Context: an optimization exercise on an open-source flow, tuned for small area, a short achievable clock period and few clock cycles per item. The choices shown serve that exercise and are no tape-out recipe.
RTL that was checked went through simulation tests only; none was proved equivalent to the original.
No functional check of the RTL was part of run 1.
Power figures rest on the tool's default switching activity, not on a simulated workload.

==> flow/design.v, too long to show whole: its modules and the start of the top module <==
// module dotproduct: 1566 lines
module dotproduct (
    input  logic         clk_i,
    input  logic         rst_ni,
    input  logic         start_i,
    input  logic [7:0]   nnz_i,
    input  logic [31:0]  a0_i, a1_i, a2_i, a3_i, a4_i,
                         a5_i, a6_i, a7_i, a8_i, a9_i,
    input  logic [31:0]  b0_i, b1_i, b2_i, b3_i, b4_i,
                         b5_i, b6_i, b7_i, b8_i, b9_i,
    input  logic [31:0]  c_i,
    output logic [63:0]  result_o,
    output logic         busy_o,
    output logic         result_valid_o,
    output logic [31:0]  cycle_count_o
);
  // ...
==> flow/flow/run.sh <==
#!/bin/bash
set -o pipefail
export BUFFER_PORTS_ARGS="-buffer_cell sky130_fd_sc_hd__buf_1"
bash standard.sh SETUP_SLACK_MARGIN=9.0 finish > standard.log 2>&1
==> flow/standard.sh <==
#!/bin/bash
# synth_recipe.tcl (not shown) runs the flow's synth.tcl, then flattens the netlist and writes it again
# the make line also repeats each setting of config.mk as NAME=value (left out here)
make -C /OpenROAD-flow-scripts/flow DESIGN_CONFIG=/design/flow/config.mk WORK_HOME=/design/flow/orfs CLKGATE_MAP_FILE= SYNTH_SCRIPT=/design/flow/synth_recipe.tcl "${@:-finish}"
==> flow/config.mk <==
export PLATFORM = sky130hd
export DESIGN_NAME = dotproduct
export DESIGN_NICKNAME = dotproduct
export VERILOG_FILES = /design/flow/design.v
export SDC_FILE = /design/flow/constraint.sdc
export NUM_CORES = 4
export LEC_CHECK = 0
export ABC_AREA = 1
export CAP_MARGIN = 20
export CORE_MARGIN = 2
export CORE_UTILIZATION = 40
export CTS_BUF_LIST = sky130_fd_sc_hd__clkbuf_4 sky130_fd_sc_hd__clkbuf_8
export SLEW_MARGIN = 20
==> flow/constraint.sdc <==
create_clock -name core_clock -period 15.0 [get_ports {clk_i}]
set_input_delay 3.0000 -clock core_clock [delete_from_list [all_inputs] [get_ports {clk_i}]]
set_output_delay 3.0000 -clock core_clock [all_outputs]
set_load 0.01 [all_outputs]
==> reports/results.md, run 1 <==
| Parameter | Value |
| --- | --- |
| Number of logic stages on the critical path including buffering | 16 |
| Weighted congestion at the end of routability-driven global placement | 1.03 |
| Seq. cell area | 2970 sq um |
| Remaining global-route overflow | 0 |
| Met2 WL post-DR | 62,300 microns |
| FF-to-FF path depth | 24 |
| Pwr per Cell Area | 95.1 nW/um^2 |
| Max Fclk | 168 MHz |
| Endpoint of the worst hold-timing path | cnt_q[1] |
| Largest reg by FF count | acc |
| Detailed-routing iteration count for the pre-antenna-repair pass | 6 |
| Fraction of met3 tracks used by global routing | 8.56% |
| Fraction of the mapped netlist area in compound gates | 15.0% |
| Post-route setup TNS | 0 ns |
| M1 WL | 55,000 microns |
| Number of hold-slack violations in the final timing report | 0 |
| Final Instance Count excl. Fillers | 5,564 |
| Number of design rule violations left after detail routing | 0 |
| Worst reg2reg endpoint | acc[59] |
| Number of sinks driven by the clock tree | 141 |
| Leading cell types by count after synthesis | nand2_1 (1,135), inv_1 (465), xor2_1 (297), o22ai_1 (248), fa_1 (243) |
| Maximum fanout along the worst path | 3 |
| Multi-In Gates | 3,081 |
| DR vias/cell | 5.61 |
| Met2 track demand over resource in global routing | 61.3% |
| Async SR Flop Fraction | 12.8% |
| Status | no timing/DRC/antenna violations |
==> inputs of run 2 (changes only) <==
--- a/flow/design.v
+++ b/flow/design.v
@@ -1527,17 +1527,17 @@
     assign fs709 = acc[61] ^ ms521 ^ mc584;
     assign fc710 = (acc[61] & ms521) | (acc[61] & mc584) | (ms521 & mc584);
     assign fs711 = acc[62] ^ ms522 ^ mc585;
     assign fc712 = (acc[62] & ms522) | (acc[62] & mc585) | (ms522 & mc585);
     assign fs713 = acc[63] ^ ms523 ^ mc586;
     assign fc714 = (acc[63] & ms523) | (acc[63] & mc586) | (ms523 & mc586);
     assign fsum = {fs713, fs711, fs709, fs707, fs705, fs703, fs701, fs699, fs697, fs695, fs693, fs691, fs689, fs687, fs685, fs683, fs681, fs679, fs677, fs675, fs673, fs671, fs669, fs667, fs665, fs663, fs661, fs659, fs657, fs655, fs653, fs651, fs649, fs647, fs645, fs643, fs641, fs639, fs637, fs635, fs633, fs631, fs629, fs627, fs625, fs623, fs621, fs619, fs617, fs615, fs613, fs611, fs609, fs607, fs605, fs603, fs601, fs599, fs597, fs595, fs593, fs591, fs589, fs587};
     assign fcar = {fc712, fc710, fc708, fc706, fc704, fc702, fc700, fc698, fc696, fc694, fc692, fc690, fc688, fc686, fc684, fc682, fc680, fc678, fc676, fc674, fc672, fc670, fc668, fc666, fc664, fc662, fc660, fc658, fc656, fc654, fc652, fc650, fc648, fc646, fc644, fc642, fc640, fc638, fc636, fc634, fc632, fc630, fc628, fc626, fc624, fc622, fc620, fc618, fc616, fc614, fc612, fc610, fc608, fc606, fc604, fc602, fc600, fc598, fc596, fc594, fc592, fc590, fc588, mc524};
-    localparam int BW = 32;
+    localparam int BW = 8;
     localparam int NB = 64 / BW;
     logic [NB-2:0] bc;
     logic [63:0]   bcw;
     logic [63:0]   acc_next;
     logic [NB-2:0] bc_next;
     always_comb begin
         bcw = 64'd0;
         for (int k = 1; k < NB; k++) bcw[k*BW] = bc[k-1];
==> flow/config.mk (replaced) <==
export PLATFORM = sky130hd
export DESIGN_NAME = dotproduct
export DESIGN_NICKNAME = dotproduct
export VERILOG_FILES = /design/flow/design.v
export SDC_FILE = /design/flow/constraint.sdc
export NUM_CORES = 4
export LEC_CHECK = 0
export ABC_AREA = 1
export CAP_MARGIN = 50
export CORE_MARGIN = 2
export CORE_UTILIZATION = 40
export CTS_BUF_LIST = sky130_fd_sc_hd__clkbuf_4 sky130_fd_sc_hd__clkbuf_8
export SLEW_MARGIN = 60
==> reports/results.md, run 2 <==
| Parameter | Value | Delta |
| --- | --- | --- |
| Largest family of logic cells by synthesized area | simple AND/OR/NAND/NOR gates |  |
| Cell-internal power | 0.00120 W |  |
| Standard cell with the maximum stage delay on the critical path | dfxtp_2 |  |
| Area added between synthesis and finish | 15.3% |  |
| First-pass GRT wire length | 202,000 microns |  |
| Start of the worst register-to-register path | bone[0] |  |
| Post-synthesis cell type count | 55 |  |
| Max-slew violation count | 0 |  |
| Buffer type at the clock tree root | clkbuf_8 |  |
| Average instance area after synthesis | 6.72 sq um |  |
| CTS tree | yes |  |
| Final count of negative-setup-slack endpoints | 0 |  |
| Hold path startpoint | cnt_q[1] |  |
| Critical Path Sink Type | output pin |  |
| Largest registers | acc x64, M x32, sel x10 |  |
| Post-synth top area cell | fa_1 |  |
| Detail-routed net length per standard cell | 26.1 microns |  |
| Most used cells in the layout excluding fill and tap cells | nand2_1 (1,154), buf_1 (750), inv_1 (466) |  |
| CP Data Arrival Time | 2.86 ns |  |
| Relative slew margins | 59.6% |  |
| Cell count after synthesis | 3,984 |  |
| Status | no timing/DRC/antenna violations |  |
| Clk latency of the worst-skew pair | 0.55 ns |  |
| Cell Area, Synth | 26,800 sq um |  |
| H-tree levels | 4 |  |
| Number of design rule violations left after detail routing | 0 | unchanged |
| Estimated wirelength of the detail-placed design | 116,000 microns |  |
| DRT Wirelength | 143,000 microns |  |
| Unrepaired setup endpoints after global routing | yes |  |
| Cell-by-cell listing of the critical path | ha_1, ha_1, nand2_1, nor2_2, nand2_1, o21ai_4, buf_4, buf_4, nand3_1, o2111ai_2, nand4_1, xnor2_1, buf_1 |  |
| Post-CTS clock slew at the launch and capture registers of the worst setup and hold paths | 0.09 ns |  |
| Pwr per Cell Area | 74.4 nW/um^2 | -22% |
| Largest delay share family, worst path | simple AND/OR/NAND/NOR gates |  |
| Combinational group share of total power | 53.6% |  |
| Min-delay worst type | register to register |  |
| Commonest non-fill, non-tap cell in the layout | nand2_1 |  |
| Placed cell count | 5,404 |  |
| Critical Path Max Stage Delay | 0.37 ns |  |
| Worst Clk Skew | 0.0124 ns |  |
| Peak VDD IR | 0.0562 mV |  |
| Endpoint required time on the critical path | 12.00 ns |  |
| Maximum fanout along the worst path | 4 | +1 |
| Cell Rows | 94 |  |
| Residual antenna-violating net count after detailed routing | 0 |  |
| Post-synthesis sequential element count | 147 |  |
| Flip-flop count of the largest register after layout | 64 |  |
| Arithmetic-cell share of the synthesized area counting full adders, half adders and majority gates | 24.1% |  |
| Fraction of synthesized area in multiplexers | 0.150% |  |
| Critical Path Start Type | register |  |
| Share of cells above drive strength 1 | 5.19% |  |
| Final Instance Count excl. Fillers | 5,464 | -1.8% |
| Remaining global-route overflow | 0 | unchanged |
| Port buffer count | 752 |  |
| Area share of the largest cell type after synthesis | 18.8% |  |
| Vias in the first global route | 29,000 |  |
| Buffer and inverter count on the worst path | 3 |  |
| CTS Hold Bufs | 0 |  |
| Leading cell types by count after synthesis | nand2_1 (1,158), inv_1 (502), xor2_1 (323), nor2_1 (252), o22ai_1 (252) |  |
| Final cycle utilization of the critical path | 39.1% |  |
| Number of hold-slack violations in the final timing report | 0 | unchanged |
| Number of sinks driven by the clock tree | 147 | +4.3% |
| Height of the die | 263 microns |  |
| Synth area leaders | fa_1 (19%), nand2_1 (16%), xor2_1 (11%) |  |
| Detailed-routing iteration count for the pre-antenna-repair pass | 6 | unchanged |
| CP Class | register to output pin |  |
| Launch point of the worst path | bc[0] |  |
| Post-synthesis share of cell area spent on and, or, nand and nor gates | 26.6% |  |
| Number of fillers in the final layout | 7,220 |  |
| Switching component of the power | 0.00110 W |  |
| Total global-route track usage | 40.3% |  |
| Actual transition at the worst max-transition pin | 0.600 ns |  |
| Largest reg by FF count | acc |  |
| Area of the placeable core | 66,000 sq um |  |
| Detailed-route via count | 30,400 |  |
| Warnings from Yosys | 1 |  |
| Number of enable-type register cells in the synthesized netlist | 0 |  |
| Post-synthesis share of cell area spent on xor and xnor gates | 11.1% |  |
| Weighted congestion at the end of routability-driven global placement | 1.01 | -2.4% |
| Post-route minimum period | 5.86 ns |  |
| Floorplan die area | 69,000 sq um |  |
| Initial DRC Count | 3,403 |  |
| Proportion of synthesized chip area in sequential cells | 11.3% |  |
| Antenna violations before repair | 22 |  |
| Fraction of the mapped netlist area in compound gates | 14.1% | -0.93 points |
| Clock group share of total power | 16.5% |  |
| Final net count | 5,620 |  |
| Maximum number of pins on one net before global-route repair | 95 |  |
| Standby leakage power | 15.4 nW |  |
| Switching part of the total | 47.8% |  |
| DR vias/cell | 5.57 | -0.82% |
| Max Fclk | 171 MHz | +1.6% |
| Top flip-flop cell by instance count after synthesis | dfxtp_1 |  |
| Max-cap check violation count | 0 |  |
| Max Root-Sink Buffers | 2 |  |
| Seq pwr share | 29.8% |  |
| Initial standard-cell utilization of the core | 40.6% |  |
| Clock buffer count from CTS | 17 |  |
| Most frequently used cell type in the post-synthesis netlist | nand2_1 |  |
| Post-route setup TNS | 0 ns | unchanged |
| Horiz. Die Dim | 263 microns |  |
| Boundary Pins | 781 |  |
| Async SR Flop Fraction | 12.2% | -0.52 points |
run 2: changes by cell type after synthesis, sizes merged, moves of 14 or more:
cell     delta
a21o       -14
nand2      +22
xor2       +26
nand4      -22
or2        -20
inv        +39
a2111oi    -14
nand3      +28
a21oi      -20
nand3b     +17
run 2: layout make-up:
type | count | area, sq um | area share, %
Antenna cell | 15 | 37.5 | 0.122
Clock buffer | 19 | 255 | 0.827
Clock inverter | 13 | 208 | 0.673
Inverter | 513 | 1940 | 6.30
Multi-Input combinational cell | 3077 | 20800 | 67.4
Sequential cell | 147 | 3080 | 9.97
Tap cell | 864 | 1080 | 3.50
Timing Repair Buffer | 816 | 3470 | 11.2
run 2: worst register-to-register path: stages (launching register included):
cell	delay [ns]
dfxtp_1	0.34
inv_1	0.06
buf_4	0.36
o22ai_1	0.22
xor2_1	0.21
fa_1	0.48
fa_1	0.50
inv_1	0.05
fa_1	0.48
inv_1	0.05
fa_2	0.64
nand2_1	0.11
nand2_1	0.09
fa_1	0.42
ha_1	0.36
a21oi_1	0.16
nand2_1	0.08
nand2_1	0.08
nand2_1	0.06
a21oi_1	0.18
nor2_1	0.08
nor2_1	0.09
o21bai_1	0.07
or2_2	0.27
nand3_1	0.07
nand2_1	0.06
run 2: metal layers:
| metal | wire length [microns] | GRT usage, % | up-vias |
|---|---|---|---|
| met2 | 62200 | 62.0 | 1809 |
| met3 | 14500 | 9.80 | 308 |
| met4 | 8140 | 21.0 | 12 |
| met1 | 57900 | 52.4 | 14400 |
| li1 | - | - | 13900 |
| met5 | 79 | 0 | - |
run 2: cell families after synthesis:
| kind of cell | count (synthesis) |
|---|---|
| other | 1 |
| AOI/OAI and AO/OA | 602 |
| DFF | 147 |
| xor gates and xnor gates | 340 |
| buffers and inverters | 787 |
| and+or+nand+nor | 1738 |
| adders and majority gates | 365 |
| muxes | 4 |
run 2: power groups by stage:
stage	Sequential [W]	Clock (W)	Combinational, W
after floorplan	0.000623	0	0.000853
after global placement	0.000691	0	0.00118
after detailed placement	0.000691	0	0.00120
after CTS	0.000682	0.000386	0.00121
after global routing	0.000706	0.000396	0.00140
final	0.000684	0.000380	0.00123
run 2: path summary, 6_finish.rpt:
check | end | slack (ns) | cells past startpoint
worst min register to register | cnt_q[1] | 0.50 | 2
min in group asynchronous | cnt_q[3] | 2.41 | 2
worst max-delay path | result_o[54] | 9.14 | 13
max in group asynchronous | sel[0] | 12.29 | 2
worst max register to register | acc[31] | 9.30 | 25
worst min-delay path | cnt_q[1] | 0.50 | 2
run 2: timing repair:
action / in CTS / in global routing
endpoints found under the setup margin: 19 / 36
buffers inserted: 3 / 5
pin swaps: 3 / 2
gates cloned: 0 / 0
gates resized for setup: 20 / 50
run 2: stage by stage:
stage / worst slack [ns] / hold WS [ns] / utilization [%] / cell area [sq um] / power (W)
after floorplan: 9.49 / 0.345 / - / 26900 / 0.00148
after global placement: 8.70 / 0.475 / 45.1 / 29700 / 0.00187
after detailed placement: 9.02 / 0.482 / 45.3 / 29900 / 0.00189
after CTS: 8.92 / 0.506 / 46.2 / 30500 / 0.00228
after global routing: 8.99 / 0.539 / 46.8 / 30900 / 0.00250
final: 9.14 / 0.501 / 46.8 / 30900 / 0.00230
Testbench counts of run 2, summed over its fixed seeds: cycles 18,851, items 2,400.
==> inputs of run 3 (changes only) <==
--- a/flow/config.mk
+++ b/flow/config.mk
@@ -8,3 +8,3 @@
 export ABC_AREA = 1
-export CAP_MARGIN = 50
+export CAP_MARGIN = 70
 export CORE_MARGIN = 2
@@ -12,2 +12,2 @@
 export CTS_BUF_LIST = sky130_fd_sc_hd__clkbuf_4 sky130_fd_sc_hd__clkbuf_8
-export SLEW_MARGIN = 60
+export SLEW_MARGIN = 80
==> reports/results.md, run 3 <==
| Parameter | Value | Delta |
| --- | --- | --- |
| Post-synthesis cell type count | 55 | unchanged |
| Most used cells in the layout excluding fill and tap cells | nand2_1 (1,140), buf_1 (746), inv_1 (463) |  |
| H-tree levels | 4 | unchanged |
| Clk latency of the worst-skew pair | 0.57 ns | +0.02 ns |
| Cell Area, Synth | 26,800 sq um | unchanged |
| Footprint of the multi-input gates | 21,400 sq um | +2.8% |
| Post-CTS clock slew at the launch and capture registers of the worst setup and hold paths | 0.10 ns | about the same |
| Register-to-register setup slack | 9.33 ns | +0.03 ns |
| Maximum fanout along the worst path | 3 | -1 |
| Average instance area after synthesis | 6.72 sq um | unchanged |
| Largest registers | acc x64, M x32, sel x10 |  |
| Unrepaired setup endpoints after global routing | yes |  |
| Estimated wirelength of the detail-placed design | 119,000 microns | +3.1% |
| Standby leakage power | 16.2 nW | +5.2% |
| Worst hold path cell count | 2 | unchanged |
| Share of cells above drive strength 1 | 8.71% | +3.5 points |
| Detailed-routing iteration count for the pre-antenna-repair pass | 6 | unchanged |
| CTS Hold Bufs | 0 | unchanged |
| Final Instance Count excl. Fillers | 5,540 | +1.4% |
| Worst Clk Skew | 0.0190 ns | +0.00663 ns |
| Detail-routed net length per standard cell | 25.8 microns | -1.4% |
| Number of enable-type register cells in the synthesized netlist | 0 | unchanged |
| Buffer type at the clock tree root | clkbuf_8 |  |
| DRT Wirelength | 143,000 microns | about the same |
| Post-route total power | 0.00229 W | about the same |
| Synth area leaders | fa_1 (19%), nand2_1 (16%), xor2_1 (11%) |  |
| Min-delay worst type | register to register |  |
| Largest reg by FF count | acc |  |
| Post-route setup TNS | 0 ns | unchanged |
| Weighted congestion at the end of routability-driven global placement | 1.01 | unchanged |
| Number of fillers in the final layout | 6,975 | -3.4% |
| Leading cell types by count after synthesis | nand2_1 (1,158), inv_1 (502), xor2_1 (323), nor2_1 (252), o22ai_1 (252) |  |
| Number of hold-slack violations in the final timing report | 0 | unchanged |
| Final cycle utilization of the critical path | 39.3% | +0.25 points |
| FF-to-FF path depth | 25 | unchanged |
| Max-cap check violation count | 0 | unchanged |
| Start of the worst register-to-register path | bone[4] |  |
| Boundary Pins | 781 | unchanged |
| Flip-flop count of the largest register after layout | 64 | unchanged |
| Final count of negative-setup-slack endpoints | 0 | unchanged |
| Remaining global-route overflow | 0 | unchanged |
| Initial standard-cell utilization of the core | 40.6% | unchanged |
| Detailed-route via count | 30,500 | +0.42% |
| Critical Path Sink Type | output pin |  |
| Post-route minimum period | 5.90 ns | +0.0372 ns |
| CP Data Arrival Time | 2.90 ns | +0.04 ns |
| Height of the die | 263 microns | unchanged |
| Area of the placeable core | 66,000 sq um | unchanged |
| Residual antenna-violating net count after detailed routing | 0 | unchanged |
| CP Class | register to output pin |  |
| Commonest non-fill, non-tap cell in the layout | nand2_1 |  |
| Hold_ws | 0.507 ns | +0.00559 ns |
| Cell Rows | 94 | unchanged |
| Proportion of synthesized chip area in sequential cells | 11.3% | unchanged |
| Most frequently used cell type in the post-synthesis netlist | nand2_1 |  |
| Vias in the first global route | 29,800 | +2.8% |
| Hold path startpoint | cnt_q[0] |  |
| Worst reg2reg endpoint | acc[47] |  |
| Max-slew violation count | 0 | unchanged |
| Port buffer count | 752 | unchanged |
| Clock buffer count from CTS | 17 | unchanged |
| Horiz. Die Dim | 263 microns | unchanged |
| DR vias/cell | 5.51 | -0.96% |
| Area share of the largest cell type after synthesis | 18.8% | unchanged |
| Number of design rule violations left after detail routing | 0 | unchanged |
| Maximum number of pins on one net before global-route repair | 40 | -58% |
| Top flip-flop cell by instance count after synthesis | dfxtp_1 |  |
| Peak VDD IR | 0.0493 mV | -12% |
| Area added between synthesis and finish | 22.3% |  |
| Floorplan die area | 69,000 sq um | unchanged |
| Initial DRC Count | 3,294 | -3.2% |
| Post-synth top area cell | fa_1 |  |
| Async SR Flop Fraction | 12.2% | unchanged |
| Critical Path Start Type | register |  |
| Antenna violations before repair | 18 | -18% |
| Total global-route track usage | 40.5% | +0.18 points |
| Warnings from Yosys | 1 | unchanged |
| First-pass GRT wire length | 204,000 microns | +0.77% |
| Max Fclk | 170 MHz | -0.63% |
| Cell count after synthesis | 3,984 | unchanged |
| Number of sinks driven by the clock tree | 147 | unchanged |
| Endpoint of the worst hold-timing path | cnt_q[0] |  |
| Pwr per Cell Area | 70.1 nW/um^2 | -5.7% |
| CTS tree | yes |  |
| Placed cell count | 5,488 | +1.6% |
| Endpoint required time on the critical path | 12.00 ns | about the same |
| Post-synthesis sequential element count | 147 | unchanged |
| Seq. cell area | 3110 sq um | +1.2% |
| Status | no timing/DRC/antenna violations |  |
| Max Root-Sink Buffers | 2 | unchanged |
| Final net count | 5,696 | +1.4% |
==> run 3: cell counts after synthesis <==
No cell type changed its count.
==> run 3: per-layer routing <==
layer  wire [microns]  GRT usage [%]  vias up
met1            57800           52.1    14400
li1                 -              -    14000
met5               26              0        -
met2            61900           62.3     1783
met3            14300           9.81      288
met4             8750           22.6        4
==> run 3: through the flow <==
stage	utilization (%)	area (sq um)	worst slack, ns
after floorplan	-	26900	9.49
after global placement	45.1	29700	8.70
after detailed placement	48.5	32000	8.33
after CTS	49.1	32400	9.01
after global routing	49.6	32700	8.97
final	49.6	32700	9.10
==> run 3: repair_timing <==
action                                 CTS  global route
gates resized for setup                 13             9
endpoints found under the hold margin    0             0
pin swaps                                3             4
setup endpoints to repair               11            11
buffers inserted                         1             1
==> run 3: cell families (layout without fill, tap and decap cells) <==
kind of cell | after synthesis | count (layout) | share of synthesized area (%)
xor gates and xnor gates | 340 | 340 | 11.1
DFF | 147 | 147 | 11.3
muxes | 4 | 4 | 0.150
adders and majority gates | 365 | 365 | 24.1
buffers and inverters | 787 | 1437 | 12.6
AOI/OAI and AO/OA | 602 | 602 | 14.1
other | 1 | 43 | 0.0140
and+or+nand+nor | 1738 | 1738 | 26.6
==> run 3: layout make-up <==
class / instances / area share, %
Antenna cell: 15 / 0.115
Clock buffer: 18 / 0.738
Inverter: 513 / 6.18
Timing Repair Buffer: 892 / 14.3
Multi-Input combinational cell: 3077 / 65.3
Tap cell: 864 / 3.30
Clock inverter: 14 / 0.501
Sequential cell: 147 / 9.51
==> run 3: report_power, final <==
part | internal (W) | switching, W | leakage, nW | total (W)
clock | 0.000164 | 0.000179 | 0.190 | 0.000343
sequential | 0.000516 | 0.000180 | 1.28 | 0.000696
combinational | 0.000496 | 0.000759 | 14.7 | 0.00126
total | 0.00118 | 0.00112 | 16.2 | 0.00229
==> run 3: how the worst max path moves through the flow <==
stage          startpoint            to  slack, ns  cells after the start
6_report            bc[0]  result_o[30]       9.10                     12
5_1_grt             bc[0]  result_o[32]       8.97                     12
4_1_cts             bc[0]  result_o[32]       9.01                     12
3_5_place_dp      a8_i[7]       btwo[4]       8.33                     15
3_3_place_gp     b4_i[27]        sel[3]       8.70                     15
2_1_floorplan     bneg[1]       acc[39]       9.49                     22
==> run 3: worst max-delay path, stage by stage, from the launching register on <==
cell	delay [ns]
dfxtp_2	0.37
ha_1	0.17
ha_1	0.18
nand2_1	0.09
nor2_4	0.13
nand2_2	0.10
o21ai_4	0.21
buf_4	0.17
nand2_1	0.12
o31ai_4	0.24
nand2_1	0.13
xnor2_2	0.23
buf_1	0.19
==> inputs of run 4 (changes only) <==
==> flow/flow/run.sh (replaced) <==
#!/bin/bash
set -o pipefail
export BUFFER_PORTS_ARGS="-buffer_cell sky130_fd_sc_hd__buf_1"
bash standard.sh SETUP_SLACK_MARGIN=9.25 finish > standard.log 2>&1
--- a/flow/config.mk
+++ b/flow/config.mk
@@ -8,3 +8,3 @@
 export ABC_AREA = 1
-export CAP_MARGIN = 70
+export CAP_MARGIN = 40
 export CORE_MARGIN = 2
@@ -12,2 +12,2 @@
 export CTS_BUF_LIST = sky130_fd_sc_hd__clkbuf_4 sky130_fd_sc_hd__clkbuf_8
-export SLEW_MARGIN = 80
+export SLEW_MARGIN = 50
==> reports/results.md, run 4 <==
| Parameter | Value | Delta |
| --- | --- | --- |
| Worst slack after detailed placement | 8.92 ns | +0.586 ns |
| Cell Area, Synth | 26,800 sq um | unchanged |
| Peak VDD IR | 0.0582 mV | +18% |
| Cell Rows | 94 | unchanged |
| Horiz. Die Dim | 263 microns | unchanged |
| Total global-route track usage | 40.5% | about the same |
| Status | no timing/DRC/antenna violations |  |
| Height of the die | 263 microns | unchanged |
| Port buffer count | 752 | unchanged |
| Number of sinks driven by the clock tree | 147 | unchanged |
| Clock buffer count from CTS | 17 | unchanged |
| Max Root-Sink Buffers | 2 | unchanged |
| Final net count | 5,704 | +0.14% |
| Number of fillers in the final layout | 7,116 | +2.0% |
| Post-synthesis share of cell area spent on xor and xnor gates | 11.1% | unchanged |
| DRT Wirelength | 144,000 microns | +1.2% |
| Final count of negative-setup-slack endpoints | 0 | unchanged |
| CP Class | register to output pin |  |
| Standby leakage power | 15.8 nW | -2.2% |
| CP Data Arrival Time | 2.66 ns | -0.24 ns |
| Post-route setup TNS | 0 ns | unchanged |
| Synth area leaders | fa_1 (19%), nand2_1 (16%), xor2_1 (11%) |  |
| Antenna violations before repair | 22 | +4 |
| Worst Clk Skew | 0.0208 ns | +0.00178 ns |
| Max Fclk | 177 MHz | +4.1% |
| Endpoint required time on the critical path | 12.00 ns | about the same |
| Boundary Pins | 781 | unchanged |
| Area share of the largest cell type after synthesis | 18.8% | unchanged |
| DR vias/cell | 5.54 | +0.50% |
| CTS Hold Bufs | 0 | unchanged |
| Critical Path Start Type | register |  |
| Arithmetic-cell share of the synthesized area counting full adders, half adders and majority gates | 24.1% | unchanged |
| Floorplan die area | 69,000 sq um | unchanged |
| Number of design rule violations left after detail routing | 0 | unchanged |
| Cell count after synthesis | 3,984 | unchanged |
| Initial standard-cell utilization of the core | 40.6% | unchanged |
| Least setup slack across all paths after layout | 9.34 ns | +0.235 ns |
| Post-synthesis cell type count | 55 | unchanged |
| Post-synthesis share of cell area spent on and, or, nand and nor gates | 26.6% | unchanged |
| Cell-by-cell listing of the critical path | ha_4, ha_4, nand2_4, nor2_4, nand2_2, o21ai_4, inv_2, o21ai_4, nand3_2, o2111ai_4, nand4_1, xor2_1, buf_2 |  |
| Pwr per Cell Area | 72.9 nW/um^2 | +4.0% |
| Min-delay worst type | register to register |  |
| Commonest non-fill, non-tap cell in the layout | nand2_1 |  |
| Remaining global-route overflow | 0 | unchanged |
| Critical Path Sink Type | output pin |  |
| Final cycle utilization of the critical path | 37.8% | -1.6 points |
| Share of cells above drive strength 1 | 8.95% | +0.24 points |
| First-pass GRT wire length | 204,000 microns | -0.15% |
| Largest reg by FF count | acc |  |
| Relative slew margins | 50.7% |  |
| Leading cell types by count after synthesis | nand2_1 (1,158), inv_1 (502), xor2_1 (323), nor2_1 (252), o22ai_1 (252) |  |
| Maximum number of pins on one net before global-route repair | 95 | +140% |
| Largest registers | acc x64, M x32, sel x10 |  |
| Buffer type at the clock tree root | clkbuf_8 |  |
| Residual antenna-violating net count after detailed routing | 0 | unchanged |
| Detailed-route via count | 30,800 | +0.68% |
| Weighted congestion at the end of routability-driven global placement | 1.01 | unchanged |
| Flip-flop count of the largest register after layout | 64 | unchanged |
| Standard cell with the maximum stage delay on the critical path | dfxtp_2 |  |
| Maximum fanout along the worst path | 4 | +1 |
| Post-synth top area cell | fa_1 |  |
| H-tree levels | 4 | unchanged |
| Max-slew violation count | 0 | unchanged |
| Clk latency of the worst-skew pair | 0.56 ns | about the same |
| Number of hold-slack violations in the final timing report | 0 | unchanged |
| Proportion of synthesized chip area in sequential cells | 11.3% | unchanged |
| Estimated wirelength of the detail-placed design | 116,000 microns | -3.1% |
| Most used cells in the layout excluding fill and tap cells | nand2_1 (1,150), buf_1 (743), inv_1 (469) |  |
| Fraction of synthesized area in multiplexers | 0.150% | unchanged |
| Warnings from Yosys | 1 | unchanged |
| Post-route minimum period | 5.66 ns | -0.235 ns |
| Placed cell count | 5,403 | -1.5% |
| Worst hold path cell count | 2 | unchanged |
| Area added between synthesis and finish | 20.0% |  |
| Async SR Flop Fraction | 12.2% | unchanged |
| Max-cap check violation count | 0 | unchanged |
| Post-CTS clock slew at the launch and capture registers of the worst setup and hold paths | 0.10 ns | about the same |
| Fraction of the mapped netlist area in compound gates | 14.1% | unchanged |
| Top flip-flop cell by instance count after synthesis | dfxtp_1 |  |
| Area of the placeable core | 66,000 sq um | unchanged |
| Post-synthesis sequential element count | 147 | unchanged |
| Vias in the first global route | 29,200 | -2.1% |
| Final Instance Count excl. Fillers | 5,550 | +0.18% |
| Critical Path Max Stage Delay | 0.37 ns | about the same |
| Initial DRC Count | 3,515 | +6.7% |
| Number of enable-type register cells in the synthesized netlist | 0 | unchanged |
| Average instance area after synthesis | 6.72 sq um | unchanged |
| CTS tree | yes |  |
| Detailed-routing iteration count for the pre-antenna-repair pass | 6 | unchanged |
| Most frequently used cell type in the post-synthesis netlist | nand2_1 |  |
| Actual transition at the worst max-transition pin | 0.738 ns |  |
| Largest family of logic cells by synthesized area | simple AND/OR/NAND/NOR gates |  |
| FF-to-FF path depth | 22 | -12% |
| Unrepaired setup endpoints after global routing | yes |  |
| Detail-routed net length per standard cell | 26.0 microns | +0.99% |
## run 4: cell types whose count changed in the layout (fill, tap and decap cells not counted), sizes merged, moves of 2 or more
cell / previous run / this run
clkinvlp: 6 / 27
buf: 868 / 894
clkbuf: 24 / 22
dlygate4sd2: 2 / 0
diode: 15 / 17
clkdlybuf4s50: 16 / 0
inv: 509 / 492
## run 4: timing repair
action / CTS / global route
gates resized for setup: 80 / 205
pin swaps: 13 / 38
gates cloned: 0 / 2
hold endpoints to repair: 0 / 0
endpoints found under the setup margin: 47 / 51
buffers inserted: 43 / 53
## run 4: cells by family (layout without fill, tap and decap cells)
family                   after synthesis  count (layout)
multiplexers                           4               4
adder cells (fa/ha/maj)              365             365
buffers and inverters                787            1445
XOR/XNOR                             340             340
flip-flops                           147             147
other                                  1              45
AND/OR/NAND/NOR                     1738            1738
AO/OA/AOI/OAI                        602             602
## run 4: cell type report
| cell class | count | area (sq um) | area share [%] |
|---|---|---|---|
| clock buffers | 18 | 248 | 0.772 |
| clock inverters | 14 | 155 | 0.483 |
| repair buffers | 898 | 4240 | 13.2 |
| multi-input cells | 3077 | 21200 | 66.0 |
| inverters | 513 | 2020 | 6.29 |
| flip-flops and latches | 147 | 3110 | 9.69 |
| well taps | 864 | 1080 | 3.37 |
| repair inverters | 2 | 12.5 | 0.0390 |
| diodes | 17 | 42.5 | 0.132 |
## run 4: power breakdown
group	switching, W	total, W	internal [W]
registers	0.000184	0.000695	0.000510
clock network	0.000184	0.000337	0.000153
logic	0.000783	0.00131	0.000525
total	0.00115	0.00234	0.00119
## run 4: worst paths after layout
kind | startpoint | to | slack [ns]
setup / recovery | bc[0] | result_o[62] | 9.34
hold / removal | cnt_q[1] | cnt_q[1] | 0.51
setup reg to reg | M[27] | acc[31] | 9.36
hold reg to reg | cnt_q[1] | cnt_q[1] | 0.51
max in group asynchronous | rst_ni | sel[0] | 12.28
min in group asynchronous | rst_ni | cnt_q[3] | 2.41
## run 4: metal layers
metal / share of wire [%] / vias up / GRT usage, % / wire, microns
met4: 6.0 / 8 / 20.6 / 8600
met3: 9.7 / 335 / 9.45 / 14000
met2: 44 / 1772 / 62.8 / 63000
met5: 0.030 / - / 0 / 43
met1: 41 / 14600 / 52.7 / 58800
li1: - / 14000 / - / -
## run 4: through the flow
step / instance area [sq um] / hold slack [ns] / util, % / total power, W
finish: 32100 / 0.507 / 48.7 / 0.00234
global route: 32100 / 0.547 / 48.7 / 0.00254
CTS: 30800 / 0.510 / 46.7 / 0.00225
detailed placement: 29800 / 0.487 / 45.2 / 0.00189
global placement: 29700 / 0.475 / 45.1 / 0.00187
floorplan: 26900 / 0.345 / - / 0.00148
## run 4: critical path, delay by kind of cell, from the launching register on
| kind | cells | cell delay [ns] |
|---|---|---|
| simple gates | 5 | 0.48 |
| fa+ha+maj | 2 | 0.30 |
| compound gates | 3 | 0.51 |
| buf+inv | 2 | 0.25 |
| xor+xnor | 1 | 0.19 |
| flops | 1 | 0.37 |
==> inputs of run 5 (changes only) <==
--- a/flow/config.mk
+++ b/flow/config.mk
@@ -8,3 +8,3 @@
 export ABC_AREA = 1
-export CAP_MARGIN = 40
+export CAP_MARGIN = 50
 export CORE_MARGIN = 2
@@ -12,2 +12,2 @@
 export CTS_BUF_LIST = sky130_fd_sc_hd__clkbuf_4 sky130_fd_sc_hd__clkbuf_8
-export SLEW_MARGIN = 50
+export SLEW_MARGIN = 60
==> reports/results.md, run 5 <==
| Parameter | Value | Delta |
| --- | --- | --- |
| Status | no timing/DRC/antenna violations |  |
| Max Root-Sink Buffers | 2 | unchanged |
| Number of design rule violations left after detail routing | 0 | unchanged |
| Max-slew violation count | 0 | unchanged |
| Maximum fanout along the worst path | 5 | +1 |
| Critical Path Max Stage Delay | 0.36 ns | about the same |
| Max Fclk | 176 MHz | -0.45% |
| Port buffer count | 752 | unchanged |
| Buffer type at the clock tree root | clkbuf_8 |  |
| Leading cell types by count after synthesis | nand2_1 (1,158), inv_1 (502), xor2_1 (323), nor2_1 (252), o22ai_1 (252) |  |
| DR vias/cell | 5.57 | +0.60% |
| Flip-flop count of the largest register after layout | 64 | unchanged |
| Initial DRC Count | 3,682 | +4.8% |
| Worst Clk Skew | 0.0191 ns | -0.00166 ns |
| Antenna violations before repair | 22 | unchanged |
| Commonest non-fill, non-tap cell in the layout | nand2_1 |  |
| Final count of negative-setup-slack endpoints | 0 | unchanged |
| Vias in the first global route | 29,100 | -0.34% |
| Register-to-register setup slack | 9.45 ns | +0.09 ns |
| Area of all placed cells without fillers | 31,700 sq um | -1.4% |
| Actual transition at the worst max-transition pin | 0.629 ns | -0.109 ns |
| Detail-routed net length per standard cell | 26.2 microns | +0.77% |
| Endpoint required time on the critical path | 12.00 ns | about the same |
| Share of cells above drive strength 1 | 7.43% | -1.5 points |
| Start of the worst register-to-register path | M[20] |  |
| Boundary Pins | 781 | unchanged |
| Largest reg by FF count | acc |  |
| Detailed-route via count | 30,600 | -0.61% |
| Relative slew margins | 57.6% | +6.9 points |
| Clock buffer count from CTS | 17 | unchanged |
| Height of the die | 263 microns | unchanged |
| Cell-by-cell listing of the critical path | ha_4, ha_4, nand2_4, nor2_4, nand2_2, o21ai_4, inv_2, o21ai_4, nand3_2, o2111ai_4, nand4_1, xor2_1, buf_2 |  |
| Weighted congestion at the end of routability-driven global placement | 1.01 | unchanged |
| Cell count after synthesis | 3,984 | unchanged |
| Critical Path Sink Type | output pin |  |
| Residual antenna-violating net count after detailed routing | 0 | unchanged |
| Warnings from Yosys | 1 | unchanged |
| Area share of the largest cell type after synthesis | 18.8% | unchanged |
| Peak VDD IR | 0.0567 mV | -2.6% |
| Worst reg2reg endpoint | acc[31] |  |
| Number of hold-slack violations in the final timing report | 0 | unchanged |
| Number of enable-type register cells in the synthesized netlist | 0 | unchanged |
| Cell Area, Synth | 26,800 sq um | unchanged |
| Number of sinks driven by the clock tree | 147 | unchanged |
| Number of fillers in the final layout | 7,124 | +0.11% |
| Max-cap check violation count | 0 | unchanged |
| Pwr per Cell Area | 74.5 nW/um^2 | +2.2% |
| Final net count | 5,638 | -1.2% |
| CP Class | register to output pin |  |
| Post-synthesis sequential element count | 147 | unchanged |
| H-tree levels | 4 | unchanged |
| Maximum number of pins on one net before global-route repair | 95 | unchanged |
| Post-CTS clock slew at the launch and capture registers of the worst setup and hold paths | 0.09 ns | about the same |
| Unrepaired setup endpoints after global routing | yes |  |
| Post-synthesis cell type count | 55 | unchanged |
| Footprint of the multi-input gates | 21,200 sq um | +0.24% |
| FF-to-FF path depth | 24 | +9.1% |
| Launch point of the worst path | bc[0] |  |
| Post-place instance area | 29,900 sq um | +0.32% |
| Area of the placeable core | 66,000 sq um | unchanged |
| Top flip-flop cell by instance count after synthesis | dfxtp_1 |  |
| Critical Path Start Type | register |  |
| Cell Rows | 94 | unchanged |
| Post-synth top area cell | fa_1 |  |
| Standby leakage power | 15.6 nW | -1.5% |
| Synth area leaders | fa_1 (19%), nand2_1 (16%), xor2_1 (11%) |  |
| DRT Wirelength | 144,000 microns | -0.44% |
| Standard cell with the maximum stage delay on the critical path | dfxtp_2 |  |
| Clk latency of the worst-skew pair | 0.55 ns | about the same |
| Final cycle utilization of the critical path | 37.9% | +0.17 points |
| Most used cells in the layout excluding fill and tap cells | nand2_1 (1,149), buf_1 (743), inv_1 (466) |  |
| Largest registers | acc x64, M x32, sel x10 |  |
| Average instance area after synthesis | 6.72 sq um | unchanged |
| Horiz. Die Dim | 263 microns | unchanged |
| Critical path capture point | result_o[62] |  |
| CTS tree | yes |  |
| Post-route minimum period | 5.69 ns | +0.0253 ns |
| Floorplan die area | 69,000 sq um | unchanged |
| CTS Hold Bufs | 0 | unchanged |
| Most frequently used cell type in the post-synthesis netlist | nand2_1 |  |
| Async SR Flop Fraction | 12.2% | unchanged |
| Remaining global-route overflow | 0 | unchanged |
| Total global-route track usage | 40.3% | -0.17 points |
| Min-delay worst type | register to register |  |
| Initial standard-cell utilization of the core | 40.6% | unchanged |
| Estimated wirelength of the detail-placed design | 116,000 microns | +0.11% |
| Proportion of synthesized chip area in sequential cells | 11.3% | unchanged |
| Detailed-routing iteration count for the pre-antenna-repair pass | 8 | +2 |
| First-pass GRT wire length | 202,000 microns | -0.54% |
| CP Data Arrival Time | 2.69 ns | +0.03 ns |
| Seq. cell area | 3100 sq um | -0.40% |
| Post-route setup TNS | 0 ns | unchanged |
| Area added between synthesis and finish | 18.3% |  |
==> run 5: cell families after synthesis <==
logic type	Yosys count	synth area share, %
compound gates	602	14.1
xor+xnor	340	11.1
fa+ha+maj	365	24.1
buf+inv	787	12.6
flops	147	11.3
mux	4	0.150
other cells	1	0.0140
simple gates	1738	26.6
==> run 5: critical path: cells and delay by family (launching register included) <==
family	cells	cell delay, ns
compound gates	3	0.57
xor+xnor	1	0.18
simple gates	5	0.47
buf+inv	2	0.26
fa+ha+maj	2	0.29
flops	1	0.36
==> run 5: per-stage QoR <==
stage / worst slack, ns / std cells / hold WS (ns) / util [%] / power, W
after floorplan: 9.49 / 4011 / 0.345 / - / 0.00148
after global routing: 9.22 / 5478 / 0.539 / 48.0 / 0.00256
after global placement: 8.70 / 5402 / 0.475 / 45.1 / 0.00187
after CTS: 9.18 / 5445 / 0.506 / 46.5 / 0.00229
after detailed placement: 9.02 / 5404 / 0.482 / 45.3 / 0.00189
final: 9.31 / 5483 / 0.502 / 48.0 / 0.00236
==> run 5: worst min path at each step <==
| stage | depth (start not counted) | slack [ns] | to | from |
|---|---|---|---|---|
| floorplan | 0 | 0.35 | sh | ch |
| global placement | 2 | 0.47 | cnt_q[0] | cnt_q[0] |
| detailed placement | 2 | 0.48 | cnt_q[0] | cnt_q[0] |
| CTS | 2 | 0.51 | cnt_q[0] | cnt_q[0] |
| global route | 2 | 0.54 | cnt_q[0] | cnt_q[0] |
| finish | 2 | 0.50 | cnt_q[1] | cnt_q[1] |
==> run 5: repair_timing <==
action,CTS,global route
hold endpoints to repair,0,0
resized for setup,64,181
gates cloned,0,1
buffers inserted,9,18
endpoints found under the setup margin,47,44
pin swaps,11,31
==> run 5: cell type report <==
type / count / share of cell area (%)
Clock inverter: 13 / 0.656
Timing Repair Buffer: 834 / 11.9
Sequential cell: 147 / 9.79
Tap cell: 864 / 3.41
Clock buffer: 19 / 0.806
Inverter: 513 / 6.22
Multi-Input combinational cell: 3077 / 67.1
Antenna cell: 16 / 0.126
==> run 5: power breakdown <==
| group | internal, W | switching [W] | leakage (nW) |
|---|---|---|---|
| Clock | 0.000203 | 0.000175 | 0.221 |
| Sequential | 0.000511 | 0.000182 | 1.29 |
| Combinational | 0.000514 | 0.000775 | 14.1 |
| Total | 0.00123 | 0.00113 | 15.6 |
==> run 5: routing by layer <==
metal,share of wire (%),global-route usage [%],vias up
met5,0.074,0,-
met4,5.6,20.5,16
met3,10,10.2,319
met2,44,62.3,1840
met1,40,52.2,14500
li1,-,-,13900
==> inputs of run 6 (changes only) <==
--- a/flow/config.mk
+++ b/flow/config.mk
@@ -11,3 +11,2 @@
 export CORE_UTILIZATION = 40
-export CTS_BUF_LIST = sky130_fd_sc_hd__clkbuf_4 sky130_fd_sc_hd__clkbuf_8
 export SLEW_MARGIN = 60
==> reports/results.md, run 6 <==
| Parameter | Value | Delta |
| --- | --- | --- |
| H-tree levels | 4 | unchanged |
| Async SR Flop Fraction | 12.2% | unchanged |
| CP Class | register to output pin |  |
| Min-delay worst type | register to register |  |
| Leading cell types by count after synthesis | nand2_1 (1,158), inv_1 (502), xor2_1 (323), nor2_1 (252), o22ai_1 (252) |  |
| Estimated wirelength of the detail-placed design | 116,000 microns | unchanged |
| Horiz. Die Dim | 263 microns | unchanged |
| Port buffer count | 752 | unchanged |
| Detail-routed net length per standard cell | 26.2 microns | about the same |
| Worst reg2reg endpoint | acc[31] |  |
| M1 WL | 57,500 microns | -1.1% |
| Max-slew violation count | 0 | unchanged |
| Actual transition at the worst max-transition pin | 0.650 ns | +0.0206 ns |
| Cell Area, Synth | 26,800 sq um | unchanged |
| Relative slew margins | 56.2% | -1.4 points |
| Peak VDD IR | 0.0578 mV | +1.9% |
| Register-to-register setup slack | 9.46 ns | about the same |
| Residual antenna-violating net count after detailed routing | 0 | unchanged |
| Standby leakage power | 15.6 nW | about the same |
| Worst hold path cell count | 2 | unchanged |
| Final Util | 48.1% | +0.072 points |
| Post-synthesis sequential element count | 147 | unchanged |
| CP Data Arrival Time | 2.64 ns | -0.05 ns |
| Detailed-route via count | 30,600 | +0.026% |
| Unrepaired setup endpoints after global routing | yes |  |
| Share of cells above drive strength 1 | 6.97% | -0.46 points |
| Max-cap check violation count | 0 | unchanged |
| Boundary Pins | 781 | unchanged |
| Critical Path Start Type | register |  |
| Max Root-Sink Buffers | 2 | unchanged |
| Worst Clk Skew | 0.0105 ns | -0.00861 ns |
| Flip-flop count of the largest register after layout | 64 | unchanged |
| Pwr per Cell Area | 77.3 nW/um^2 | +3.7% |
| DRT Wirelength | 144,000 microns | -0.22% |
| Number of fillers in the final layout | 7,139 | +0.21% |
| Start of the worst register-to-register path | bone[4] |  |
| Clock buffer count from CTS | 17 | unchanged |
| Vias in the first global route | 29,200 | +0.28% |
| Post-route minimum period | 5.64 ns | -0.0495 ns |
| Final cycle utilization of the critical path | 37.6% | -0.33 points |
| Largest registers | acc x64, M x32, sel x10 |  |
| Number of design rule violations left after detail routing | 0 | unchanged |
| Maximum fanout along the worst path | 5 | unchanged |
| CTS tree | yes |  |
| Height of the die | 263 microns | unchanged |
| Most used cells in the layout excluding fill and tap cells | nand2_1 (1,151), buf_1 (746), inv_1 (466) |  |
| Post-route total power | 0.00245 W | +3.8% |
| Area added between synthesis and finish | 18.5% |  |
| Clk latency of the worst-skew pair | 0.49 ns | -0.06 ns |
| Initial DRC Count | 3,597 | -2.3% |
| Critical Path Sink Type | output pin |  |
| Highest routed layer | met5 |  |
| Area share of the largest cell type after synthesis | 18.8% | unchanged |
| Remaining global-route overflow | 0 | unchanged |
| Status | no timing/DRC/antenna violations |  |
| Post-route setup TNS | 0 ns | unchanged |
| Max Fclk | 177 MHz | +0.88% |
| Post-synthesis cell type count | 55 | unchanged |
| Metal3 WL | 15,200 microns | +5.6% |
| Area of the placeable core | 66,000 sq um | unchanged |
| Final net count | 5,628 | -0.18% |
| Warnings from Yosys | 1 | unchanged |
| Endpoint required time on the critical path | 12.00 ns | about the same |
| Weighted congestion at the end of routability-driven global placement | 1.01 | unchanged |
| Met2 WL post-DR | 62,600 microns | -0.64% |
| Cell Rows | 94 | unchanged |
| DR vias/cell | 5.58 | +0.17% |
| Endpoint of the worst hold-timing path | cnt_q[1] |  |
| Antenna violations before repair | 24 | +9.1% |
| Synth area leaders | fa_1 (19%), nand2_1 (16%), xor2_1 (11%) |  |
| Total global-route track usage | 40.4% | +0.047 points |
| Number of enable-type register cells in the synthesized netlist | 0 | unchanged |
| Initial standard-cell utilization of the core | 40.6% | unchanged |
| Floorplan die area | 69,000 sq um | unchanged |
| Most frequently used cell type in the post-synthesis netlist | nand2_1 |  |
| First-pass GRT wire length | 202,000 microns | about the same |
| Number of hold-slack violations in the final timing report | 0 | unchanged |
| Largest reg by FF count | acc |  |
| Number of sinks driven by the clock tree | 147 | unchanged |
| Final count of negative-setup-slack endpoints | 0 | unchanged |
| Buffer type at the clock tree root | clkbuf_16 |  |
| Commonest non-fill, non-tap cell in the layout | nand2_1 |  |
| Hold path startpoint | cnt_q[1] |  |
| Top flip-flop cell by instance count after synthesis | dfxtp_1 |  |
| Proportion of synthesized chip area in sequential cells | 11.3% | unchanged |
| FF-to-FF path depth | 25 | +4.2% |
| Detailed-routing iteration count for the pre-antenna-repair pass | 8 | unchanged |
| Cell count after synthesis | 3,984 | unchanged |
| Average instance area after synthesis | 6.72 sq um | unchanged |
| Post-synth top area cell | fa_1 |  |
| Post-CTS clock slew at the launch and capture registers of the worst setup and hold paths | 0.07 ns | -0.02 ns |
| Maximum number of pins on one net before global-route repair | 95 | unchanged |
## run 6: changes by cell type in the layout (fill, tap and decap cells not counted), moves of 3 or more
cell and delta:
o22ai_1 +4, dfxtp_1 +3, clkbuf_16 +19, o22ai_2 -4
clkbuf_2 -3, dfxtp_2 -3, clkbuf_8 -17, buf_1 +3
buf_4 -10
## run 6: logic make-up after synthesis
kind of cell | after synthesis | synth area share [%]
AO/OA/AOI/OAI | 602 | 14.1
XOR/XNOR | 340 | 11.1
adder cells (fa/ha/maj) | 365 | 24.1
buffers and inverters | 787 | 12.6
flip-flops | 147 | 11.3
multiplexers | 4 | 0.150
other | 1 | 0.0140
AND/OR/NAND/NOR | 1738 | 26.6
## run 6: what timing repair did
item                                    CTS  global route
pin swaps                                 7            22
cloned                                    0             1
endpoints found under the setup margin   43            43
gates resized for setup                  52           178
hold buffers                              0             0
buffers inserted                          8             9
## run 6: critical path, cell delays in order, from the launching register on
cell,delay [ns]
dfxtp_2,0.36
ha_4,0.15
ha_4,0.12
nand2_1,0.07
nor2_4,0.10
nand2_2,0.09
o21ai_4,0.24
inv_2,0.10
o21ai_4,0.20
nand3_2,0.12
o2111ai_4,0.11
nand4_1,0.14
xor2_1,0.18
buf_2,0.15
## run 6: layout make-up
cell class	instances	area, sq um	share of cell area [%]
diodes	18	45.0	0.142
clock buffers	21	493	1.55
clock inverters	11	148	0.466
inverters	513	1970	6.20
multi-input cells	3077	21200	66.9
flip-flops and latches	147	3100	9.76
well taps	864	1080	3.41
repair buffers	824	3680	11.6
## run 6: how the worst max path moves through the flow
stage	start	to	slack [ns]	cells past startpoint
after global routing	bone[1]	acc[31]	9.22	25
after CTS	acc[8]	result_o[62]	9.19	13
after global placement	b4_i[27]	sel[3]	8.70	15
after floorplan	bneg[1]	acc[39]	9.49	22
final	bc[0]	result_o[62]	9.36	13
after detailed placement	bone[5]	acc[23]	9.02	22
## run 6: power breakdown
part	leakage [nW]	internal, W	switching, W
combinational	14.0	0.000510	0.000772
sequential	1.29	0.000511	0.000181
clock	0.302	0.000285	0.000191
## run 6: through the flow
step,area (sq um),std cells,setup WS (ns),hold WS [ns]
finish,31700,5475,9.36,0.503
global route,31700,5468,9.22,0.532
CTS,30800,5444,9.19,0.499
detailed placement,29900,5404,9.02,0.482
global placement,29700,5402,8.70,0.475
floorplan,26900,4011,9.49,0.345
## run 6: metal layers
layer	up-vias	track usage (%)
li1	13900	-
met1	14500	51.8
met2	1871	62.0
met3	297	10.8
met4	12	21.3
met5	-	0
==> inputs of run 7 (changes only) <==
--- a/flow/config.mk
+++ b/flow/config.mk
@@ -11,2 +11,4 @@
 export CORE_UTILIZATION = 40
+export CTS_CLUSTER_DIAMETER = 150
+export CTS_CLUSTER_SIZE = 40
 export SLEW_MARGIN = 60
==> reports/results.md, run 7 <==
| Parameter | Value | Delta |
| --- | --- | --- |
| Number of hold-slack violations in the final timing report | 0 | unchanged |
| Worst reg2reg endpoint | acc[31] |  |
| Final Instance Count excl. Fillers | 5,475 | unchanged |
| Area added between synthesis and finish | 18.5% | unchanged |
| Floorplan die area | 69,000 sq um | unchanged |
| Endpoint required time on the critical path | 12.00 ns | about the same |
| Warnings from Yosys | 1 | unchanged |
| Clock group share of total power | 19.4% | about the same |
| CP Class | register to output pin |  |
| Async SR Flop Fraction | 12.2% | unchanged |
| Synth area leaders | fa_1 (19%), nand2_1 (16%), xor2_1 (11%) |  |
| Horiz. Die Dim | 263 microns | unchanged |
| Commonest non-fill, non-tap cell in the layout | nand2_1 |  |
| Start of the worst register-to-register path | bone[4] |  |
| Post-route minimum period | 5.64 ns | unchanged |
| Weighted congestion at the end of routability-driven global placement | 1.01 | unchanged |
| Initial standard-cell utilization of the core | 40.6% | unchanged |
| Cell-by-cell listing of the critical path | ha_4, ha_4, nand2_1, nor2_4, nand2_2, o21ai_4, inv_2, o21ai_4, nand3_2, o2111ai_4, nand4_1, xor2_1, buf_2 |  |
| Max Root-Sink Buffers | 2 | unchanged |
| Share of cells above drive strength 1 | 6.97% | unchanged |
| Standby leakage power | 15.6 nW | unchanged |
| Estimated wirelength of the detail-placed design | 116,000 microns | unchanged |
| Initial DRC Count | 3,597 | unchanged |
| Cell-internal power | 0.00131 W | unchanged |
| Clk latency of the worst-skew pair | 0.49 ns | about the same |
| Peak VDD IR | 0.0578 mV | unchanged |
| Unrepaired setup endpoints after global routing | yes |  |
| Vias in the first global route | 29,200 | unchanged |
| Largest registers | acc x64, M x32, sel x10 |  |
| Most used cells in the layout excluding fill and tap cells | nand2_1 (1,151), buf_1 (746), inv_1 (466) |  |
| Top flip-flop cell by instance count after synthesis | dfxtp_1 |  |
| Antenna violations before repair | 24 | unchanged |
| Max Fclk | 177 MHz | unchanged |
| Max-slew violation count | 0 | unchanged |
| Final count of negative-setup-slack endpoints | 0 | unchanged |
| Post-synthesis cell type count | 55 | unchanged |
| Detail-routed net length per standard cell | 26.2 microns | unchanged |
| Switching component of the power | 0.00114 W | unchanged |
| Critical path capture point | result_o[62] |  |
| Buffer type at the clock tree root | clkbuf_16 |  |
| Status | no timing/DRC/antenna violations |  |
| CP Data Arrival Time | 2.64 ns | about the same |
| Height of the die | 263 microns | unchanged |
| Number of fillers in the final layout | 7,139 | unchanged |
| Proportion of synthesized chip area in sequential cells | 11.3% | unchanged |
| Cell count after synthesis | 3,984 | unchanged |
| Boundary Pins | 781 | unchanged |
| Number of sinks driven by the clock tree | 147 | unchanged |
| Final cycle utilization of the critical path | 37.6% | unchanged |
| H-tree levels | 4 | unchanged |
| Leading cell types by count after synthesis | nand2_1 (1,158), inv_1 (502), xor2_1 (323), nor2_1 (252), o22ai_1 (252) |  |
| Most frequently used cell type in the post-synthesis netlist | nand2_1 |  |
| Area share of the largest cell type after synthesis | 18.8% | unchanged |
| Max-cap check violation count | 0 | unchanged |
| Total global-route track usage | 40.4% | unchanged |
| First-pass GRT wire length | 202,000 microns | unchanged |
| Min-delay worst type | register to register |  |
| Pwr per Cell Area | 77.3 nW/um^2 | unchanged |
| Maximum number of pins on one net before global-route repair | 95 | unchanged |
| Average instance area after synthesis | 6.72 sq um | unchanged |
| Remaining global-route overflow | 0 | unchanged |
| CTS tree | yes |  |
| Register-to-register setup slack | 9.46 ns | about the same |
| Placed cell count | 5,404 | unchanged |
| Relative slew margins | 56.2% | unchanged |
| Maximum fanout along the worst path | 5 | unchanged |
| Residual antenna-violating net count after detailed routing | 0 | unchanged |
| Largest delay share family, worst path | compound AO/OA/AOI/OAI gates |  |
| Area of the placeable core | 66,000 sq um | unchanged |
| Worst Clk Skew | 0.0105 ns | unchanged |
| Buffer and inverter count on the worst path | 2 | unchanged |
| Number of enable-type register cells in the synthesized netlist | 0 | unchanged |
| Cell Rows | 94 | unchanged |
| Number of design rule violations left after detail routing | 0 | unchanged |
| Port buffer count | 752 | unchanged |
| Largest reg by FF count | acc |  |
| Switching part of the total | 46.7% | unchanged |
| Detailed-routing iteration count for the pre-antenna-repair pass | 8 | unchanged |
| DRT Wirelength | 144,000 microns | unchanged |
| Post-route setup TNS | 0 ns | unchanged |
| FF-to-FF path depth | 25 | unchanged |
| Combinational group share of total power | 52.3% | about the same |
| Post-CTS clock slew at the launch and capture registers of the worst setup and hold paths | 0.07 ns | about the same |
| Post-synth top area cell | fa_1 |  |
| DR vias/cell | 5.58 | unchanged |
| Critical Path Max Stage Delay | 0.36 ns | about the same |
| Critical Path Sink Type | output pin |  |
| Post-synthesis sequential element count | 147 | unchanged |
| Detailed-route via count | 30,600 | unchanged |
| Flip-flop count of the largest register after layout | 64 | unchanged |
| CTS Hold Bufs | 0 | unchanged |
| Hold_ws | 0.503 ns | unchanged |
| Final net count | 5,628 | unchanged |
| Seq pwr share | 28.2% | about the same |
| Critical Path Start Type | register |  |
| Standard cell with the maximum stage delay on the critical path | dfxtp_2 |  |
| Launch point of the worst path | bc[0] |  |
| Number of logic stages on the critical path including buffering | 13 | unchanged |
| Actual transition at the worst max-transition pin | 0.650 ns | unchanged |
| Cell Area, Synth | 26,800 sq um | unchanged |
| Clock buffer count from CTS | 17 | unchanged |
run 7: cell counts after synthesis:
No cell type changed its count.
run 7: per-layer routing:
layer | vias up | GRT usage, % | share of wire (%)
met5 | - | 0 | 0.054
met4 | 12 | 21.3 | 5.6
met3 | 297 | 10.8 | 11
met2 | 1871 | 62.0 | 44
met1 | 14500 | 51.8 | 40
li1 | 13900 | - | -
run 7: layout make-up:
cell class,instances,area [sq um],share of cell area [%]
antenna,18,45.0,0.142
clock buffer,21,493,1.55
clock inverter,11,148,0.466
inverter,513,1970,6.20
multi-input combinational,3077,21200,66.9
sequential,147,3100,9.76
tap,864,1080,3.41
timing repair buffer,824,3680,11.6
run 7: how the worst min path moves through the flow:
stage,from,endpoint,depth (start not counted)
after CTS,cnt_q[0],cnt_q[0],2
after detailed placement,cnt_q[0],cnt_q[0],2
final,cnt_q[1],cnt_q[1],2
after global routing,cnt_q[0],cnt_q[0],2
after floorplan,ch,sh,0
after global placement,cnt_q[0],cnt_q[0],2
run 7: logic make-up (layout without fill, tap and decap cells):
group / after synthesis / count (layout) / share of synthesized area [%]
compound gates: 602 / 602 / 14.1
xor+xnor: 340 / 340 / 11.1
fa+ha+maj: 365 / 365 / 24.1
buf+inv: 787 / 1369 / 12.6
flops: 147 / 147 / 11.3
mux: 4 / 4 / 0.150
other cells: 1 / 46 / 0.0140
simple gates: 1738 / 1738 / 26.6
run 7: tightest hold or removal path: stages, from the launching register on:
cell and delay, ns:
dfrtp_1 0.35, nand2_1 0.06, o21ai_0 0.06
run 7: per-stage QoR:
stage / power [W] / instance area, sq um / setup WS, ns / utilization [%]
2_1_floorplan: 0.00148 / 26900 / 9.49 / -
4_1_cts: 0.00239 / 30800 / 9.19 / 46.7
5_1_grt: 0.00266 / 31700 / 9.22 / 48.0
3_5_place_dp: 0.00189 / 29900 / 9.02 / 45.3
6_report: 0.00245 / 31700 / 9.36 / 48.1
3_3_place_gp: 0.00187 / 29700 / 8.70 / 45.1
run 7: what timing repair did:
item / in CTS / in global routing
cloned: 0 / 1
buffers inserted: 8 / 9
resized for setup: 52 / 178
endpoints found under the setup margin: 43 / 43
pin swaps: 7 / 22
run 7: power groups by stage:
stage          registers [W]  logic (W)  clock network (W)
6_report            0.000692    0.00128           0.000476
5_1_grt             0.000713    0.00145           0.000495
4_1_cts             0.000684    0.00122           0.000482
3_5_place_dp        0.000691    0.00120                  0
3_3_place_gp        0.000691    0.00118                  0
2_1_floorplan       0.000623   0.000853                  0
==> inputs of run 8 (changes only) <==
==> flow/flow/run.sh (replaced) <==
#!/bin/bash
set -o pipefail
export BUFFER_PORTS_ARGS="-buffer_cell sky130_fd_sc_hd__buf_1"
bash standard.sh SETUP_SLACK_MARGIN=9.1 finish > standard.log 2>&1
--- a/flow/config.mk
+++ b/flow/config.mk
@@ -11,4 +11,2 @@
 export CORE_UTILIZATION = 40
-export CTS_CLUSTER_DIAMETER = 150
-export CTS_CLUSTER_SIZE = 40
 export SLEW_MARGIN = 60
==> reports/results.md, run 8 <==
| Parameter | Value | Delta |
| --- | --- | --- |
| Status | no timing/DRC/antenna violations |  |
| Warnings from Yosys | 1 | unchanged |
| Area added between synthesis and finish | 16.5% |  |
| Final Util | 47.3% | -0.81 points |
| Post-CTS clock slew at the launch and capture registers of the worst setup and hold paths | 0.07 ns | about the same |
| Start of the worst register-to-register path | btwo[3] |  |
| Critical Path Start Type | register |  |
| Maximum fanout along the worst path | 5 | unchanged |
| Residual antenna-violating net count after detailed routing | 0 | unchanged |
| Standard cell with the maximum stage delay on the critical path | dfxtp_2 |  |
| Critical path capture point | result_o[62] |  |
| Most frequently used cell type in the post-synthesis netlist | nand2_1 |  |
| Horiz. Die Dim | 263 microns | unchanged |
| Synth area leaders | fa_1 (19%), nand2_1 (16%), xor2_1 (11%) |  |
| Height of the die | 263 microns | unchanged |
| CP Class | register to output pin |  |
| Worst hold path cell count | 2 | unchanged |
| Register-to-register setup slack | 9.36 ns | -0.10 ns |
| Most used cells in the layout excluding fill and tap cells | nand2_1 (1,153), buf_1 (750), inv_1 (466) |  |
| Number of logic stages on the critical path including buffering | 13 | unchanged |
| Largest reg by FF count | acc |  |
| Post-synthesis cell type count | 55 | unchanged |
| Share of cells above drive strength 1 | 5.53% | -1.4 points |
| Detailed-route via count | 30,400 | -0.52% |
| Cell Rows | 94 | unchanged |
| Actual transition at the worst max-transition pin | 0.617 ns | -0.0331 ns |
| Leading cell types by count after synthesis | nand2_1 (1,158), inv_1 (502), xor2_1 (323), nor2_1 (252), o22ai_1 (252) |  |
| Cell count after synthesis | 3,984 | unchanged |
| Commonest non-fill, non-tap cell in the layout | nand2_1 |  |
| H-tree levels | 4 | unchanged |
| Area share of the largest cell type after synthesis | 18.8% | unchanged |
| Proportion of synthesized chip area in sequential cells | 11.3% | unchanged |
| Final net count | 5,625 | -0.053% |
| Pwr per Cell Area | 77.2 nW/um^2 | -0.15% |
| Flip-flop count of the largest register after layout | 64 | unchanged |
| Total global-route track usage | 40.4% | about the same |
| Worst reg2reg endpoint | bc[4] |  |
| Worst Clk Skew | 0.0113 ns | +0.000834 ns |
| Remaining global-route overflow | 0 | unchanged |
| Max-cap check violation count | 0 | unchanged |
| Final cycle utilization of the critical path | 38.6% | +1.0 points |
| Antenna violations before repair | 23 | -4.2% |
| DRT Wirelength | 143,000 microns | -0.42% |
| Post-synthesis sequential element count | 147 | unchanged |
| Maximum number of pins on one net before global-route repair | 95 | unchanged |
| Number of enable-type register cells in the synthesized netlist | 0 | unchanged |
| Standby leakage power | 15.5 nW | -0.65% |
| Async SR Flop Fraction | 12.2% | unchanged |
| Critical Path Max Stage Delay | 0.36 ns | about the same |
| Floorplan die area | 69,000 sq um | unchanged |
| Top flip-flop cell by instance count after synthesis | dfxtp_1 |  |
| Initial standard-cell utilization of the core | 40.6% | unchanged |
| Number of sinks driven by the clock tree | 147 | unchanged |
| Post-place instance area | 29,900 sq um | unchanged |
| Min-delay worst type | register to register |  |
| Clk latency of the worst-skew pair | 0.49 ns | about the same |
| Area of all placed cells without fillers | 31,200 sq um | -1.7% |
| FF-to-FF path depth | 23 | -8.0% |
| Detailed-routing iteration count for the pre-antenna-repair pass | 6 | -2 |
| Post-synth top area cell | fa_1 |  |
| Largest registers | acc x64, M x32, sel x10 |  |
| Relative slew margins | 58.4% | +2.2 points |
| CP Data Arrival Time | 2.79 ns | +0.15 ns |
| Largest delay share family, worst path | simple AND/OR/NAND/NOR gates |  |
| Buffer and inverter count on the worst path | 2 | unchanged |
| Clock buffer count from CTS | 17 | unchanged |
| CTS tree | yes |  |
| Boundary Pins | 781 | unchanged |
| Unrepaired setup endpoints after global routing | yes |  |
| Max Fclk | 173 MHz | -2.6% |
| Critical Path Sink Type | output pin |  |
| Peak VDD IR | 0.0578 mV | about the same |
| Endpoint required time on the critical path | 12.00 ns | about the same |
| CTS Hold Bufs | 0 | unchanged |
| Initial DRC Count | 3,596 | -0.028% |
| Max-slew violation count | 0 | unchanged |
| Post-route minimum period | 5.79 ns | +0.150 ns |
| Cell-by-cell listing of the critical path | ha_1, ha_1, nand2_1, nor2_4, nand2_2, o21ai_4, inv_2, o21ai_4, nand3_1, o2111ai_2, nand4_1, xor2_1, buf_2 |  |
| Hold_ws | 0.503 ns | -0.000758 ns |
| Weighted congestion at the end of routability-driven global placement | 1.01 | unchanged |
| Max Root-Sink Buffers | 2 | unchanged |
| Number of hold-slack violations in the final timing report | 0 | unchanged |
| Final count of negative-setup-slack endpoints | 0 | unchanged |
| DR vias/cell | 5.56 | -0.48% |
| Detail-routed net length per standard cell | 26.1 microns | -0.38% |
| Port buffer count | 752 | unchanged |
| Number of design rule violations left after detail routing | 0 | unchanged |
| Post-route total power | 0.00241 W | -1.8% |
| Vias in the first global route | 29,100 | -0.32% |
| Launch point of the worst path | bc[0] |  |
| First-pass GRT wire length | 202,000 microns | about the same |
| Cell Area, Synth | 26,800 sq um | unchanged |
| Average instance area after synthesis | 6.72 sq um | unchanged |
| Buffer type at the clock tree root | clkbuf_16 |  |
| Estimated wirelength of the detail-placed design | 116,000 microns | unchanged |
| Area of the placeable core | 66,000 sq um | unchanged |
| Post-route setup TNS | 0 ns | unchanged |
## run 8: cell counts after synthesis
Identical to the previous run, type by type.
## run 8: metrics by stage
stage	worst slack, ns	cells
after floorplan	9.49	4011
after global placement	8.70	5402
after detailed placement	9.02	5404
after CTS	9.08	5439
after global routing	9.07	5465
final	9.21	5473
## run 8: timing repair
item | CTS | global route
buffers inserted | 3 | 12
setup endpoints to repair | 26 | 41
pin swaps | 3 | 4
gates resized for setup | 26 | 79
gates cloned | 0 | 0
## run 8: how the worst min path moves through the flow
stage          startpoint       end  slack, ns
2_1_floorplan          ch        sh       0.35
3_3_place_gp     cnt_q[0]  cnt_q[0]       0.47
3_5_place_dp     cnt_q[0]  cnt_q[0]       0.48
4_1_cts          cnt_q[0]  cnt_q[0]       0.50
5_1_grt          cnt_q[0]  cnt_q[0]       0.53
6_report         cnt_q[1]  cnt_q[1]       0.50
## run 8: cells by family (layout without fill, tap and decap cells)
kind of cell | count (synthesis) | after routing | synth area share, %
and+or+nand+nor | 1738 | 1738 | 26.6
buffers and inverters | 787 | 1366 | 12.6
AOI/OAI and AO/OA | 602 | 602 | 14.1
adders and majority gates | 365 | 365 | 24.1
xor gates and xnor gates | 340 | 340 | 11.1
DFF | 147 | 147 | 11.3
muxes | 4 | 4 | 0.150
other | 1 | 47 | 0.0140
## run 8: where the power goes
group          total, W  switching (W)  leakage, nW  internal, W
sequential     0.000684       0.000176         1.28     0.000509
clock          0.000477       0.000192        0.302     0.000285
combinational   0.00124       0.000755         13.9     0.000490
## run 8: per-layer routing
layer | up-vias | track usage, % | wire [microns]
met4 | 10 | 21.2 | 8220
li1 | 13900 | - | -
met3 | 299 | 10.5 | 14600
met1 | 14400 | 52.0 | 57800
met5 | - | 0 | 64
met2 | 1792 | 62.0 | 62100
## run 8: layout make-up
| class | instances | area (sq um) |
|---|---|---|
| diodes | 19 | 47.5 |
| clock buffers | 21 | 493 |
| repair buffers | 821 | 3520 |
| flip-flops and latches | 147 | 3080 |
| inverters | 513 | 1950 |
| multi-input cells | 3077 | 20900 |
| clock inverters | 11 | 148 |
| fillers | 7189 | 34800 |
| well taps | 864 | 1080 |
## run 8: worst reg2reg max path, cell delays in order, from the launching register on
cell      delay, ns
dfxtp_1        0.43
inv_1          0.08
buf_6          0.22
o22ai_1        0.23
xor2_1         0.20
fa_1           0.46
fa_1           0.51
inv_1          0.06
fa_1           0.47
inv_1          0.05
fa_2           0.59
nand2_1        0.09
o21ai_0        0.13
fa_1           0.46
ha_1           0.35
nand3_1        0.08
and2_1         0.19
o21ai_0        0.32
a21oi_1        0.12
o21bai_1       0.18
nand2_1        0.09
a21oi_1        0.12
o21ai_0        0.08
inv_1          0.07

Re-timed with assumed drivers on the ports (clkbuf_16 on the clock, buf_2 on other inputs), run 8 has 9.151 ns of setup slack against 9.211 ns with ideal ports, and 9.112 ns once port delays also move by the mid clock arrival of 0.546 ns.
